Background: an optimization exercise with open tools, aiming at small area, a short achievable clock period and few clock cycles. Do not read the settings as production practice.
Function was checked by simulation only, so behaviour that the tests miss may differ from the original.
No activity file was given, so power comes from the tool's default toggle rates.

File: flow/design.v
module processor (clk,rst,imem_addr,imem_data,dmem_addr,dmem_wdata,dmem_we,dmem_re,dmem_rdata,stat);
    input clk;
    input rst;                   
    output [7:0] imem_addr;      
    input [79:0] imem_data;      
    output [7:0] dmem_addr;
    output [63:0] dmem_wdata;
    output dmem_we;
    output dmem_re;
    input [63:0] dmem_rdata;
    output [3:0] stat;           
    reg [63:0] F_predPC;
    wire [63:0] f_predPC,f_pc;
    wire [0:3] D_stat,E_stat,M_stat,W_stat,m_stat;
    wire [3:0] D_icode,E_icode,M_icode,W_icode;
    wire [3:0] D_ifun,E_ifun;
    wire [3:0] D_rA,D_rB;
    wire [63:0] D_valC,D_valP;
    wire [3:0] d_srcA,d_srcB;
    wire [63:0] E_valC,E_valA,E_valB,e_valE;
    wire [63:0] M_valE,M_valA,m_valM;
    wire [63:0] W_valE,W_valM;
    wire [3:0] E_dstE,E_dstM,E_srcA,E_srcB,e_dstE;
    wire [3:0] M_dstE,M_dstM;
    wire [3:0] W_dstE,W_dstM;
    wire M_cnd;
    wire e_cnd;
    wire F_stall,D_stall,D_bubble,E_bubble,M_bubble,W_stall,set_cc;
    fetch fetch(clk,rst,F_predPC,M_icode,M_cnd,M_valA,W_icode,W_valM,imem_data,D_stall,D_bubble,
                f_pc,f_predPC,D_stat,D_icode,D_ifun,D_rA,D_rB,D_valC,D_valP);
    decode decode (clk,rst,D_icode,D_ifun,D_rA,D_rB,D_stat,D_valC,D_valP,E_bubble,W_stat,e_dstE,M_dstE,M_dstM,W_dstE,W_dstM,e_valE,M_valE,m_valM,W_valE,W_valM,E_stat,E_icode,E_ifun,E_valC,E_valA,E_valB,E_dstE,E_dstM,E_srcA,E_srcB,d_srcA,d_srcB);
    execute execute(clk,rst,E_icode,E_ifun,E_valC,E_valA,E_valB,E_dstE,E_dstM,E_stat,set_cc,M_bubble,M_stat,M_icode,M_cnd,M_valE,M_valA,M_dstE,M_dstM,e_dstE,e_valE,e_cnd);
    memory memory (clk,rst,M_stat,M_icode,M_valE,M_valA,M_dstE,M_dstM,W_stall,dmem_addr,dmem_wdata,dmem_we,dmem_re,dmem_rdata,W_stat,W_icode,W_valE,W_valM,W_dstE,W_dstM,m_valM,m_stat);
    pipe_control pipe_control (m_stat,W_stat,D_icode,E_icode,M_icode,d_srcA,d_srcB,E_dstM,e_cnd,F_stall,D_stall,D_bubble,E_bubble,M_bubble,W_stall,set_cc);
    assign imem_addr = f_pc[7:0];
    assign stat = W_stat;
    always @(posedge clk)
    begin
        if(rst)
            F_predPC <= 64'd0;
        else if(!F_stall)
            F_predPC <= f_predPC;
    end
endmodule
module fetch(clk,rst,F_predPC,M_icode,M_cnd,M_valA,W_icode,W_valM,imem_data,D_stall,D_bubble,
             f_pc,f_predPC,D_stat,D_icode,D_ifun,D_rA,D_rB,D_valC,D_valP);
input clk;
input rst;
input [63:0] F_predPC;  
input M_cnd;
input [3:0] M_icode,W_icode;
input [63:0] M_valA,W_valM;
input [79:0] imem_data;
input D_stall;  
input D_bubble;  
output reg [63:0] f_pc;
output reg [63:0] f_predPC;   
output reg [0:3] D_stat;  
output reg [3:0] D_icode,D_ifun;
output reg [3:0] D_rA,D_rB;
output reg [63:0] D_valC,D_valP;
reg [3:0] icode,ifun;
reg [3:0] rA,rB;
reg [63:0] valC,valP;
reg memory_error, instr_valid;
reg [0:3] stat;
reg [0:79] instr;
always @(*) begin
    if(M_icode==4'h7 && !M_cnd)  
        f_pc = M_valA;
    else if(W_icode==4'h9)  
        f_pc = W_valM;
    else  
        f_pc = F_predPC;
end
always @(*)
begin
    instr = imem_data;
    memory_error = (f_pc > 64'd255);
    instr_valid = 1'b1;
    icode = instr[0:3];
    ifun = instr[4:7];
    if(memory_error)
    begin
        icode = 4'h1;
        ifun = 4'h0;
    end
    rA = 4'hF;
    rB = 4'hF;
    valC = 64'd0;
    valP = f_pc + 64'd1;
    f_predPC = valP;
    case(icode)
    4'b0000:  
    begin
        valP = f_pc;
        f_predPC = valP;
    end
    4'b0001:  
    begin
        valP = f_pc + 64'd1;
        f_predPC = valP;
    end
    4'b0010:  
    begin
        rA = instr[8:11];
        rB = instr[12:15];
        valP = f_pc + 64'd2;
        f_predPC = valP;
    end
    4'b0011:  
    begin
        rA = instr[8:11];
        rB = instr[12:15];
        valC = instr[16:79];
        valP = f_pc + 64'd10;
        f_predPC = valP;
    end
    4'b0100:  
    begin
        rA = instr[8:11];
        rB = instr[12:15];
        valC = instr[16:79];
        valP = f_pc + 64'd10;
        f_predPC = valP;
    end
    4'b0101:  
    begin
        rA = instr[8:11];
        rB = instr[12:15];
        valC = instr[16:79];
        valP = f_pc + 64'd10;
        f_predPC = valP;
    end
    4'b0110:  
    begin
        rA = instr[8:11];
        rB = instr[12:15];
        valP = f_pc + 64'd2;
        f_predPC = valP;
    end
    4'b0111:  
    begin
        valC = instr[8:71];
        valP = f_pc + 64'd9;
        f_predPC = valC;  
    end
    4'b1000:  
    begin
        valC = instr[8:71];
        valP = f_pc + 64'd9;
        f_predPC = valC;
    end
    4'b1001:  
    begin
        valP = f_pc + 64'd1;
        f_predPC = valP;
    end
    4'hA:  
    begin
        rA = instr[8:11];
        rB = instr[12:15];
        valP = f_pc + 64'd2;
        f_predPC = valP;
    end
    4'hB:  
    begin
        rA = instr[8:11];
        rB = instr[12:15];
        valP = f_pc + 64'd2;
        f_predPC = valP;
    end
    default:
        instr_valid = 1'b0;
    endcase
    if(memory_error)  
        stat = 4'b0010;
    else if(instr_valid==1'b0)  
        stat = 4'b0001;
    else if(icode==4'b0000)  
        stat = 4'b0100;
    else             
        stat = 4'b1000;
end
always @(posedge clk)
begin
    if(rst || D_bubble)  
    begin
        D_icode <= 4'b0001;
        D_ifun <= 4'b0000;
        D_stat <= 4'b1000;  
    end
    else if(!D_stall)
    begin
        D_icode <= icode;
        D_ifun <= ifun;
        D_stat <= stat;
    end
end
always @(posedge clk)
begin
    if(!D_stall)
    begin
        D_rA <= rA;
        D_rB <= rB;
        D_valC <= valC;
        D_valP <= valP;
    end
end
endmodule
module decode (clk,rst,D_icode,D_ifun,D_rA,D_rB,D_stat,D_valC,D_valP,E_bubble,W_stat,e_dstE,M_dstE,M_dstM,W_dstE,W_dstM,e_valE,M_valE,m_valM,W_valE,W_valM,E_stat,E_icode,E_ifun,E_valC,E_valA,E_valB,E_dstE,E_dstM,E_srcA,E_srcB,d_srcA,d_srcB);
input clk;
input rst;
input [3:0] D_icode,D_ifun,D_rA,D_rB;
input [63:0] D_valC,D_valP;
input E_bubble;
input [0:3] D_stat;  
input [0:3] W_stat;
input [3:0] e_dstE,M_dstE,M_dstM,W_dstE,W_dstM;
input [63:0] e_valE,M_valE,m_valM,W_valE,W_valM;
output reg [0:3] E_stat;
output reg [3:0] E_icode,E_ifun;
output reg [63:0] E_valC,E_valA,E_valB;
output reg [3:0] E_dstE,E_dstM,E_srcA,E_srcB;
output reg [3:0] d_srcA,d_srcB;
reg [63:0] register_memory[0:14];
reg [3:0] d_dstE,d_dstM;
reg [63:0] d_rvalA,d_rvalB;
reg [63:0] d_valA,d_valB;
integer i;
always @(*)begin
    d_srcA = 4'hF;
    d_srcB = 4'hF;
    d_dstE = 4'hF;
    d_dstM = 4'hF;
    case(D_icode)
        4'h2: begin  
          d_srcA = D_rA;
          d_dstE = D_rB;
        end
        4'h3: begin  
          d_dstE = D_rB;
        end
        4'h4: begin  
          d_srcA = D_rA;
          d_srcB = D_rB;
        end
        4'h5: begin  
          d_srcB = D_rB;
          d_dstM = D_rA;
        end
        4'h6: begin  
          d_srcA = D_rA;
          d_srcB = D_rB;
          d_dstE = D_rB;
        end
        4'h8:begin  
          d_srcB = 4;
          d_dstE = 4;
        end
        4'h9:begin  
          d_srcA = 4;
          d_srcB = 4;
          d_dstE = 4;
        end
        4'hA: begin  
          d_srcA = D_rA;
          d_srcB = 4;
          d_dstE = 4;
        end
        4'hB: begin  
          d_srcA = 4;
          d_srcB = 4;
          d_dstE = 4;
          d_dstM = D_rA;
        end
        default: begin
        end
    endcase
    d_rvalA = (d_srcA==4'hF) ? 64'd0 : register_memory[d_srcA];
    d_rvalB = (d_srcB==4'hF) ? 64'd0 : register_memory[d_srcB];
    if(D_icode==4'h7 | D_icode == 4'h8)  
      d_valA = D_valP;
    else if(d_srcA==e_dstE & e_dstE!=4'hF)
      d_valA = e_valE;
    else if(d_srcA==M_dstM & M_dstM!=4'hF)
      d_valA = m_valM;
    else if(d_srcA==M_dstE & M_dstE!=4'hF)
      d_valA = M_valE;
    else if(d_srcA==W_dstM & W_dstM!=4'hF)
      d_valA = W_valM;
    else if(d_srcA==W_dstE & W_dstE!=4'hF)
      d_valA = W_valE;
    else
      d_valA = d_rvalA;
    if(d_srcB==e_dstE & e_dstE!=4'hF)
      d_valB = e_valE;
    else if(d_srcB==M_dstM & M_dstM!=4'hF)
      d_valB = m_valM;
    else if(d_srcB==M_dstE & M_dstE!=4'hF)
      d_valB = M_valE;
    else if(d_srcB==W_dstM & W_dstM!=4'hF)
      d_valB = W_valM;
    else if(d_srcB==W_dstE & W_dstE!=4'hF)
      d_valB = W_valE;
    else
      d_valB = d_rvalB;
end
always @(posedge clk)
begin
    if(rst || E_bubble)
    begin
      E_stat <= 4'b1000;
      E_icode <= 4'b0001;
      E_ifun <= 4'b0000;
      E_dstE <= 4'hF;
      E_dstM <= 4'hF;
      E_srcA <= 4'hF;
      E_srcB <= 4'hF;
    end
    else
    begin
      E_stat <= D_stat;
      E_icode <= D_icode;
      E_ifun <= D_ifun;
      E_srcA <= d_srcA;
      E_srcB <= d_srcB;
      E_dstE <= d_dstE;
      E_dstM <= d_dstM;
    end
end
always @(posedge clk)
begin
    E_valC <= D_valC;
    E_valA <= d_valA;
    E_valB <= d_valB;
end
always @(posedge clk)
begin
    if(rst)
    begin
        register_memory[0] <= 64'd0;
        register_memory[1] <= 64'd1;
        register_memory[2] <= 64'd2;
        register_memory[3] <= 64'd3;
        register_memory[4] <= 64'd14;
        register_memory[5] <= 64'd0;
        register_memory[6] <= 64'd0;
        register_memory[7] <= 64'd18;
        register_memory[8] <= 64'd30;
        register_memory[9] <= 64'd20;
        register_memory[10] <= 64'd22;
        register_memory[11] <= 64'd0;
        register_memory[12] <= 64'd0;
        register_memory[13] <= 64'd1;
        register_memory[14] <= 64'd10;
    end
    else if(W_stat == 4'b1000)
    begin
        for(i=0;i<15;i=i+1)
        begin
            if(W_dstM == i)
                register_memory[i] <= W_valM;
            else if(W_dstE == i)
                register_memory[i] <= W_valE;
        end
    end
end
endmodule
module execute(clk,rst,E_icode,E_ifun,E_valC,E_valA,E_valB,E_dstE,E_dstM,E_stat,set_cc,M_bubble,M_stat,M_icode,M_cnd,M_valE,M_valA,M_dstE,M_dstM,e_dstE,e_valE,e_cnd);
input clk;
input rst;
input [3:0] E_icode,E_ifun;
input [63:0] E_valA,E_valB,E_valC;
input [3:0] E_dstE,E_dstM;
input [0:3] E_stat;   
input set_cc;    
input M_bubble;  
output reg [0:3] M_stat;
output reg [3:0] M_icode;
output reg M_cnd;
output reg [63:0] M_valE,M_valA;
output reg [3:0] M_dstE,M_dstM;
output reg [3:0] e_dstE;  
output reg [63:0] e_valE;  
output reg e_cnd;
reg [2:0] CC;
wire ZF,SF,OF;
assign ZF=CC[0];
assign SF=CC[1];
assign OF=CC[2];
reg [1:0] control;  
reg signed [63:0] a;
reg signed [63:0] b;
wire signed [63:0] out;
wire overflow;
always @(*)
begin
    case (E_ifun)
        4'h0: e_cnd = 1;               
        4'h1: e_cnd = (OF^SF)|ZF;      
        4'h2: e_cnd = OF^SF;            
        4'h3: e_cnd = ZF;              
        4'h4: e_cnd = ~ZF;             
        4'h5: e_cnd = ~(SF^OF);         
        4'h6: e_cnd = ~(SF^OF)&~ZF;    
        default:
            e_cnd=0;
    endcase
    if(E_icode==2)
        e_dstE = e_cnd ? E_dstE : 4'hF;
    else
        e_dstE = E_dstE;
end
ALU alu(out,overflow,b,a,control);
always @(*)
begin
      if(E_icode == 4'b0011)  
      begin
           a=64'd0;
           b=E_valC;
           control=2'b00;
      end
      else if(E_icode==4'b0100)  
      begin
            a=E_valC;
            b=E_valB;
            control=2'b00;
      end
      else if(E_icode == 4'b0101)  
      begin
           a=E_valC;
           b=E_valB;
           control=2'b00;
      end
    else if(E_icode == 4'b0110)  
    begin
        a=E_valA;
        b=E_valB;
        control=E_ifun[1:0];  
    end
    else if(E_icode==4'b1000)  
    begin
        b=E_valB;
        a=64'd8;
        control=2'b01;
    end
    else if(E_icode==4'b1001) 
    begin
        a=64'd8;
        b=E_valB;
        control=2'b00;
    end
    else if(E_icode==4'hA) 
    begin
        b=E_valB;
        a=64'd8;
        control=2'b01;
    end
    else if(E_icode==4'hB) 
    begin
        a=64'd8;
        b=E_valB;
        control=2'b00;
    end
    else if(E_icode == 4'b0010)  
    begin
        a=E_valA;
        b=64'd0;
        control=2'b00;
    end
    else
    begin
        a=64'd0;
        b=64'd0;
        control=2'b00;
    end
    e_valE=out;
end
always @(posedge clk)
begin
    if(rst)
        CC <= 3'b000;
    else if(set_cc)
    begin
        CC[0] <= (e_valE==64'd0);  
        CC[1] <= e_valE[63];  
        CC[2] <= overflow;  
    end
end
always @(posedge clk)
begin
    if(rst || M_bubble)
    begin
        M_stat <= 4'b1000;
        M_icode <= 4'b0001;
        M_cnd <= 1'b1;
        M_dstE <= 4'hF;
        M_dstM <= 4'hF;
    end
    else
    begin
        M_stat <= E_stat;
        M_icode <= E_icode;
        M_cnd <= e_cnd;
        M_dstE <= e_dstE;
        M_dstM <= E_dstM;
    end
end
always @(posedge clk)
begin
    M_valE <= e_valE;
    M_valA <= E_valA;
end
endmodule
module memory (clk,rst,M_stat,M_icode,M_valE,M_valA,M_dstE,M_dstM,W_stall,dmem_addr,dmem_wdata,dmem_we,dmem_re,dmem_rdata,W_stat,W_icode,W_valE,W_valM,W_dstE,W_dstM,m_valM,m_stat);
input clk;
input rst;
input [0:3] M_stat;
input [3:0] M_icode;
input [63:0] M_valE,M_valA;
input [3:0] M_dstE,M_dstM;
input W_stall;
output [7:0] dmem_addr;
output [63:0] dmem_wdata;
output dmem_we;
output dmem_re;
input [63:0] dmem_rdata;
output reg [0:3] W_stat;
output reg [3:0] W_icode;
output reg [63:0] W_valE,W_valM;
output reg [3:0] W_dstE,W_dstM;
output reg [63:0] m_valM;
output reg [0:3] m_stat;
reg memory_error;  
reg check_valE,check_valA;
reg mem_read,mem_write;
reg [63:0] mem_addr;
always @(*)
begin
    check_valE = (M_icode==4'b0100 | M_icode==4'b0101 | M_icode==4'b1000 | M_icode==4'hA);
    check_valA = (M_icode==4'b1001 | M_icode==4'hB);
    mem_read = (M_icode==4'b0101 | M_icode==4'b1001 | M_icode==4'hB);
    mem_write = (M_icode==4'b0100 | M_icode==4'b1000 | M_icode==4'hA);
    mem_addr = check_valA ? M_valA : M_valE;
    memory_error = (check_valE | check_valA) & (mem_addr > 64'd255);
    if(memory_error)
        m_stat = 4'b0010;
    else
        m_stat = M_stat;
    m_valM = dmem_rdata;
end
assign dmem_addr = mem_addr[7:0];
assign dmem_wdata = M_valA;
assign dmem_we = mem_write & ~memory_error;
assign dmem_re = mem_read & ~memory_error;
always @(posedge clk)
begin
    if(rst)
    begin
        W_stat <= 4'b1000;
        W_icode <= 4'b0001;
        W_dstE <= 4'hF;
        W_dstM <= 4'hF;
    end
    else if(!W_stall)
    begin
        W_stat <= m_stat;
        W_icode <= M_icode;
        W_dstE <= M_dstE;
        W_dstM <= M_dstM;
    end
end
always @(posedge clk)
begin
    if(!W_stall)
    begin
        W_valE <= M_valE;
        W_valM <= m_valM;
    end
end
endmodule
module pipe_control (m_stat,W_stat,D_icode,E_icode,M_icode,d_srcA,d_srcB,E_dstM,e_cnd,F_stall,D_stall,D_bubble,E_bubble,M_bubble,W_stall,set_cc);
    input [0:3] m_stat,W_stat;
    input [3:0] D_icode,E_icode,M_icode;
    input [3:0] d_srcA,d_srcB,E_dstM;
    input e_cnd;
    output reg F_stall, D_stall, D_bubble, E_bubble, M_bubble, W_stall, set_cc;
    reg load_use, ret_in_pipe, mispredict, m_exc, W_exc;
    always @(*)
    begin
        load_use = (E_icode == 4'h5 | E_icode==4'hB) & (E_dstM==d_srcA | E_dstM==d_srcB);
        ret_in_pipe = (D_icode == 4'h9 | E_icode == 4'h9 | M_icode == 4'h9);
        mispredict = (E_icode == 4'h7) & ~e_cnd;
        m_exc = (m_stat != 4'b1000);
        W_exc = (W_stat != 4'b1000);
        F_stall = load_use | ret_in_pipe;
        D_stall = load_use;
        D_bubble = mispredict | (~load_use & ret_in_pipe);
        E_bubble = mispredict | load_use;
        M_bubble = m_exc | W_exc;
        W_stall = W_exc;
        set_cc = (E_icode == 4'h6) & ~m_exc & ~W_exc;
    end
endmodule
module ALU(out,overflow,a,b,control);
input signed [63:0]a;
input signed [63:0]b;
input [1:0] control;  
output reg signed [63:0]out;
output reg overflow;
wire signed [63:0] out1;
wire overflow1;
wire signed [63:0] out2;
wire overflow2;
wire signed [63:0] out3;
wire signed [63:0] out4;
add_64bit w1(out1,overflow1,a,b);
sub_64bit w2(out2,overflow2,a,b);
and_64bit w3(out3,a,b);
xor_64bit w4(out4,a,b);
always@(*)
	begin
		case(control)
			2'b00:begin  
				out = out1;
				overflow = overflow1;
			end
			2'b01:begin  
			out = out2;
			overflow = overflow2;
			end
			2'b10:begin  
			out = out3;
            overflow=0;
			end
			2'b11:begin  
			out = out4;
            overflow=0;
			end
		endcase
	end
endmodule
module add_64bit(sum,overflow,a,b);
input signed [63:0]a;
input signed [63:0]b;
output signed [63:0]sum;
output overflow;  
wire [64:0]carry;
assign carry[0]=1'b0;  
genvar count;
generate for(count=0 ;count<64;count=count+1)
begin
    add_1bit w1(sum[count],carry[count+1],a[count],b[count],carry[count]);
end
endgenerate
xor w2(overflow,carry[64],carry[63]);  
endmodule
module add_1bit(sum,carry_out,a,b,carry_in);
output sum,carry_out;
input a,b,carry_in;
wire x,y,z;
xor(sum,a,b,carry_in);
xor(x,a,b);
and(y,a,b);
and(z,x,carry_in);
or(carry_out,y,z);
endmodule
module sub_64bit(out,overflow,a,b);
input signed [63:0]a;
input signed [63:0]b;
output signed [63:0]out;
output overflow;
wire [63:0] NOT;
genvar i;
generate
    for(i=0;i<64;i=i+1)begin
        not(NOT[i],b[i]);
    end
endgenerate
wire [63:0]one =64'b1;
wire [63:0]addone;
wire temp;
add_64bit w2(addone,temp,one,NOT);
add_64bit w3(out,overflow,a,addone);
endmodule
module and_64bit(
	output signed [63:0] out, 
	input signed [63:0]a,
	input signed [63:0]b
);
genvar count;
generate for(count = 0; count<64;count=count+1)
begin
	and_1bit w1(out[count],a[count],b[count]);
end
endgenerate
endmodule
module and_1bit(out,a,b);
input a ,b ;
output reg out;
always @(a or b ) 
begin
	if (a == 1'b1) 
	begin
		if(b == 1'b1)
			out = 1'b1;
		else
			out = 1'b0;
	end
	else
		out = 1'b0;
end
endmodule
module xor_64bit(
    output signed [63:0] out,
	input signed [63:0]a,
	input signed [63:0]b
);
genvar count;
generate 
    for(count = 0; count<64;count=count+1)
	begin
		xor_1bit w1(out[count],a[count],b[count]);
	end
endgenerate
endmodule
module xor_1bit(out,a,b);
input a ,b ;
output reg out;
always @(a or b ) 
begin
    out=1'b0;
	if (a == 1'b1) 
	begin
		if(b == 1'b0)
			out = 1'b1;
		else
			out = 1'b0;
	end
	if (b == 1'b1) 
	begin
		if(a == 1'b0)
			out = 1'b1;
		else
			out = 1'b0;
	end
end
endmodule
File: flow/run.sh
#!/bin/bash
# synth_recipe.tcl (not shown) runs the flow's synth.tcl, then flattens the netlist and writes it again
# the make line also repeats each setting of config.mk as NAME=value (left out here)
make -C /OpenROAD-flow-scripts/flow DESIGN_CONFIG=/design/flow/config.mk WORK_HOME=/design/flow/orfs CLKGATE_MAP_FILE= SYNTH_SCRIPT=/design/flow/synth_recipe.tcl finish
File: flow/config.mk
export PLATFORM = sky130hd
export DESIGN_NAME = processor
export DESIGN_NICKNAME = processor
export VERILOG_FILES = /design/flow/design.v
export SDC_FILE = /design/flow/constraint.sdc
export NUM_CORES = 8
export LEC_CHECK = 0
export CAP_MARGIN = 40
export CORE_MARGIN = 2
export CORE_UTILIZATION = 40
export SLEW_MARGIN = 40
File: flow/constraint.sdc
create_clock -name core_clock -period 32.0 [get_ports {clk}]
set_input_delay 6.4000 -clock core_clock [delete_from_list [all_inputs] [get_ports {clk}]]
set_output_delay 6.4000 -clock core_clock [all_outputs]
set_load 0.01 [all_outputs]
==> run notes <==
-- registers in the layout, summed over array words and instances, names as in the netlist, 64 cells and up --
name and count:
decode.E_valA 64, fetch.D_valC 64, decode.register_memory 960, decode.E_valB 64, execute.M_valE 64, memory.W_valM 64, execute.M_valA 64, F_predPC 64
memory.W_valE 64, decode.E_valC 64, fetch.D_valP 64
-- synth_stat cells (33+ instances only) --
| cell | n |
|---|---|
| dfxtp_1 | 1412 |
| nor2_1 | 1189 |
| mux2i_1 | 1073 |
| a211oi_1 | 1010 |
| clkbuf_1 | 910 |
| nand2_1 | 650 |
| a22oi_1 | 479 |
| a21oi_1 | 401 |
| inv_1 | 294 |
| o21ai_0 | 276 |
| edfxtp_1 | 264 |
| a22o_1 | 224 |
| buf_1 | 200 |
| nand3_1 | 150 |
| nor3_1 | 147 |
| ha_1 | 129 |
| fa_1 | 124 |
| a31oi_1 | 118 |
| buf_2 | 114 |
| o211ai_1 | 114 |
| a221oi_1 | 112 |
| a222oi_1 | 100 |
| nand4_1 | 99 |
| o22ai_1 | 95 |
| xnor2_1 | 82 |
| nor4_1 | 79 |
| o221ai_1 | 66 |
| o21ai_1 | 56 |
| or3_1 | 55 |
| nand2b_1 | 46 |
| a221o_1 | 45 |
| mux2_2 | 37 |
| and3_1 | 35 |
| a2111oi_0 | 33 |
-- path summary, 6_finish.rpt --
path,from,end,slack (ps),cells after the start
max,decode.E_icode[2],execute.CC[0],2470,73
min,fetch.D_valC[4],decode.E_valC[4],340,0
max reg2reg,decode.E_icode[2],execute.CC[0],2470,73
min reg2reg,fetch.D_valC[4],decode.E_valC[4],340,0
-- stage by stage --
step | hold WS (ps) | instance area [um^2]
6_report | 340.8 | 107600
5_1_grt | 345.6 | 107500
3_5_place_dp | 327.8 | 100700
4_1_cts | 341.9 | 107000
2_1_floorplan | 323.3 | 94780
3_3_place_gp | 325.3 | 99690
-- layer usage --
metal,vias up,part of all wire (%)
li1,39240,-
met3,2730,15
met4,55,9.4
met1,47480,36
met5,-,0.13
met2,9173,39
-- cell usage in the layout (no fill, tap or decap), types with 63 or more instances in the layout --
master | synthesis | routed
dfxtp_1 | 1412 | 1411
nor2_1 | 1189 | 1156
mux2i_1 | 1073 | 1071
a211oi_1 | 1010 | 1002
nand2_1 | 650 | 645
a22oi_1 | 479 | 478
a21oi_1 | 401 | 391
inv_1 | 294 | 295
buf_4 | 9 | 282
o21ai_0 | 276 | 274
edfxtp_1 | 264 | 264
clkdlybuf4s50_1 | 0 | 230
a22o_1 | 224 | 223
clkbuf_16 | 0 | 198
nand3_1 | 150 | 146
ha_1 | 129 | 129
nor3_1 | 147 | 127
fa_1 | 124 | 124
a31oi_1 | 118 | 114
o211ai_1 | 114 | 114
a221oi_1 | 112 | 112
a222oi_1 | 100 | 100
nand4_1 | 99 | 99
o22ai_1 | 95 | 91
xnor2_1 | 82 | 82
o221ai_1 | 66 | 64
buf_6 | 3 | 63
-- layout make-up --
cell class,count,area (um^2),share of cell area [%]
antenna,42,105.1,0.09766
clock buffer,287,5718,5.313
clock inverter,59,610.6,0.5674
inverter,300,1136,1.056
multi-input combinational,7461,53820,50.01
sequential,1676,36200,33.63
tap,3150,3941,3.662
timing repair buffer,626,6093,5.662
-- worst register-to-register path: cells and delay by family (launching register included) --
family / cells / cell delay [ps]
mux: 1 / 530
compound gates: 3 / 700
buf+inv: 1 / 90
simple gates: 6 / 2130
fa+ha+maj: 62 / 25470
flops: 1 / 510
-- power by group through the flow --
stage / combinational, W / clock, W / sequential, W
5_1_grt: 0.00440 / 0.00235 / 0.00324
3_3_place_gp: 0.00383 / 0 / 0.00330
3_5_place_dp: 0.00398 / 0 / 0.00326
6_report: 0.00439 / 0.00228 / 0.00323
2_1_floorplan: 0.00229 / 0 / 0.00292
4_1_cts: 0.00400 / 0.00227 / 0.00322
-- cell families (layout without fill, tap and decap cells) --
kind of cell / count (synthesis) / count (layout)
DFF: 1676 / 1676
and+or+nand+nor: 2594 / 2594
muxes: 1131 / 1131
buffers and inverters: 1536 / 1272
other: 0 / 42
xor gates and xnor gates: 107 / 107
adders and majority gates: 254 / 254
AOI/OAI and AO/OA: 3375 / 3375
==> impl_metrics.env <==
export IMPL_status="complete, no violations"
export IMPL_use_met1_pct=53.27
export IMPL_cp_arrival_ps=30330
export IMPL_finalWirelength_um=539800
export IMPL_max_clock_freq_mhz=33.87
export IMPL_place_port_buffers=231
export IMPL_critPathMaxFanout=31
export IMPL_viasPerCell=7.255
export IMPL_grt_overflow=0
export IMPL_busiest_layer="met2"
export IMPL_drt_iter0_markers=16900
export IMPL_synth_top_family_by_area="compound AO/OA/AOI/OAI gates"
export IMPL_async_flop_share_pct=0
export IMPL_skew_ps=41.51
export IMPL_finalSetupViolations=0
export IMPL_cts_buffers=188
export IMPL_final_util_pct=45.72
export IMPL_cts_hold_buf=0
export IMPL_cts_resized=0
export IMPL_power_leakage_nw=35.94
export IMPL_synth_area_leaders="dfxtp_1 30%, mux2i_1 11%, edfxtp_1 8.4%"
export IMPL_synthAdderAreaFrac_pct=4.333
export IMPL_drc_errors=0
export IMPL_n_fill_cell=22350
export IMPL_clk_root_buffer_cell="clkbuf_16"
export IMPL_finalHoldViolCount=0
export IMPL_post_dp_hpwl_um=347700
export IMPL_synth_flop_cell="dfxtp_1"
export IMPL_power_w=0.009896
export IMPL_period_share_pct=92.27
export IMPL_rsz0062_at_grt="false"
export IMPL_dp_worst_setup_slack_ps=2822
export IMPL_clk_pin_slew_ps=60
export IMPL_muxShareOfSynthArea_pct=12.24
export IMPL_critPathSlowestCell="nor4_2"
export IMPL_power_density_nw_per_um2=91.95
export IMPL_switching_share_pct=47.45
export IMPL_cts_htree_levels=4
export IMPL_syn_to_final_growth_pct=13.55
export IMPL_place_congestion=1.015
export IMPL_yosys_area_top_type="dfxtp_1"
export IMPL_grt_pass1_wl_um=735500
export IMPL_synth_warning_count=10
export IMPL_p_sw_w=0.004695
export IMPL_grt_pass1_vias=90300
export IMPL_gr_usage_all_layers_pct=42.68
export IMPL_drt_pass1_iterations=13
export IMPL_cts_buffer_depth=3
export IMPL_worstMarginPinSlew_ps=1111
export IMPL_crit_family="adder cells"
export IMPL_instances_no_fill=13600
export IMPL_critPathMaxStageDelay_ps=630
export IMPL_ys_ff_latch=1676
export IMPL_netlist_area_leader_share_pct=29.82
export IMPL_antenna_found_initial=65
export IMPL_cts_tree="yes"
export IMPL_die_area_um2=240900
export IMPL_synth_simple_area_share_pct=12.08
export IMPL_placed_cells=13190
export IMPL_ys_seq_area_share_pct=38.19
export IMPL_syn_avg_cell_area_um2=8.880
export IMPL_syn_inst=10670
export IMPL_internal_power_w=0.005200
export IMPL_initial_core_util_pct=40.26
export IMPL_worstHoldPathType="register to register"
export IMPL_tns_ps=0
export IMPL_vias=98680
export IMPL_num_io_pins=232
export IMPL_synth_edff_count=264
export IMPL_fin_ws_ps=2472
export IMPL_coreArea_um2=235400
export IMPL_peakVddDrop_mv=0.06942
export IMPL_postRouteAntennaNets=0
export IMPL_combPwrFrac_pct=44.3
export IMPL_post_drt_wl_per_cell_um=39.69
export IMPL_clk_latency_ps=920
export IMPL_grt_start_max_net_pins=129
export IMPL_cts_sinks=1676
export IMPL_drv_slew=0
export IMPL_nets=10650
export IMPL_grt_use_met3_pct=16.54
export IMPL_syn_num_nets=11070
export IMPL_setup_worst_path_start_class="register"
export IMPL_drive_gt1_share_pct=9.280
export IMPL_clock_power_share_pct=23.0
export IMPL_fp_dieW_um=490.8
export IMPL_path_class="register to register"
export IMPL_cp_end_kind="register"
export IMPL_worst_path_buf_inv=1
export IMPL_crit_top_cell="fa_1"
export IMPL_synth_cell_types=103
export IMPL_std_cell_rows=178
export IMPL_syn_area_um2=94780
export IMPL_fin_crit_ps=29530
export IMPL_cp_data_required_time_ps=32810
export IMPL_use_met2_pct=59.12
export IMPL_synth_compound_area_share_pct=25.88
export IMPL_slew_headroom_pct=25.93
export IMPL_chipHeight_um=490.8
export IMPL_synth_xor_area_share_pct=0.9888
export IMPL_pwr_share_seq_pct=32.6
export IMPL_cts_setup_buffers=0
export IMPL_cap_viol_max_count=0
Testbench counts, summed over its fixed seeds: cycles 44,990.

==> re-timing with driven ports <==
In the flow no input, the clock included, has a driving cell. The finished layout below was timed again as built, in two steps. Step 1: set_driving_cell puts a clkbuf_16 on clk and a buf_2 on each other input, an assumption about the parent block. Step 2 adds t to the input delays and takes it off the output delays; t is the mean of the earliest and latest rising clock arrival at the registers after step 1. Input paths then give back, and output paths get back, about the clock's delay inside the block. a / b / c = no drivers / after step 1 / after step 2; a / b = the first two.
t (ns): 0.990
slack for setup (ns): 2.472 / 2.472 / 2.472
worst setup path at the end: register to register
After both steps this run still meets setup and hold. The setup slack of this run moves by 0.000 ns with the drivers and by 0.000 ns with both steps.
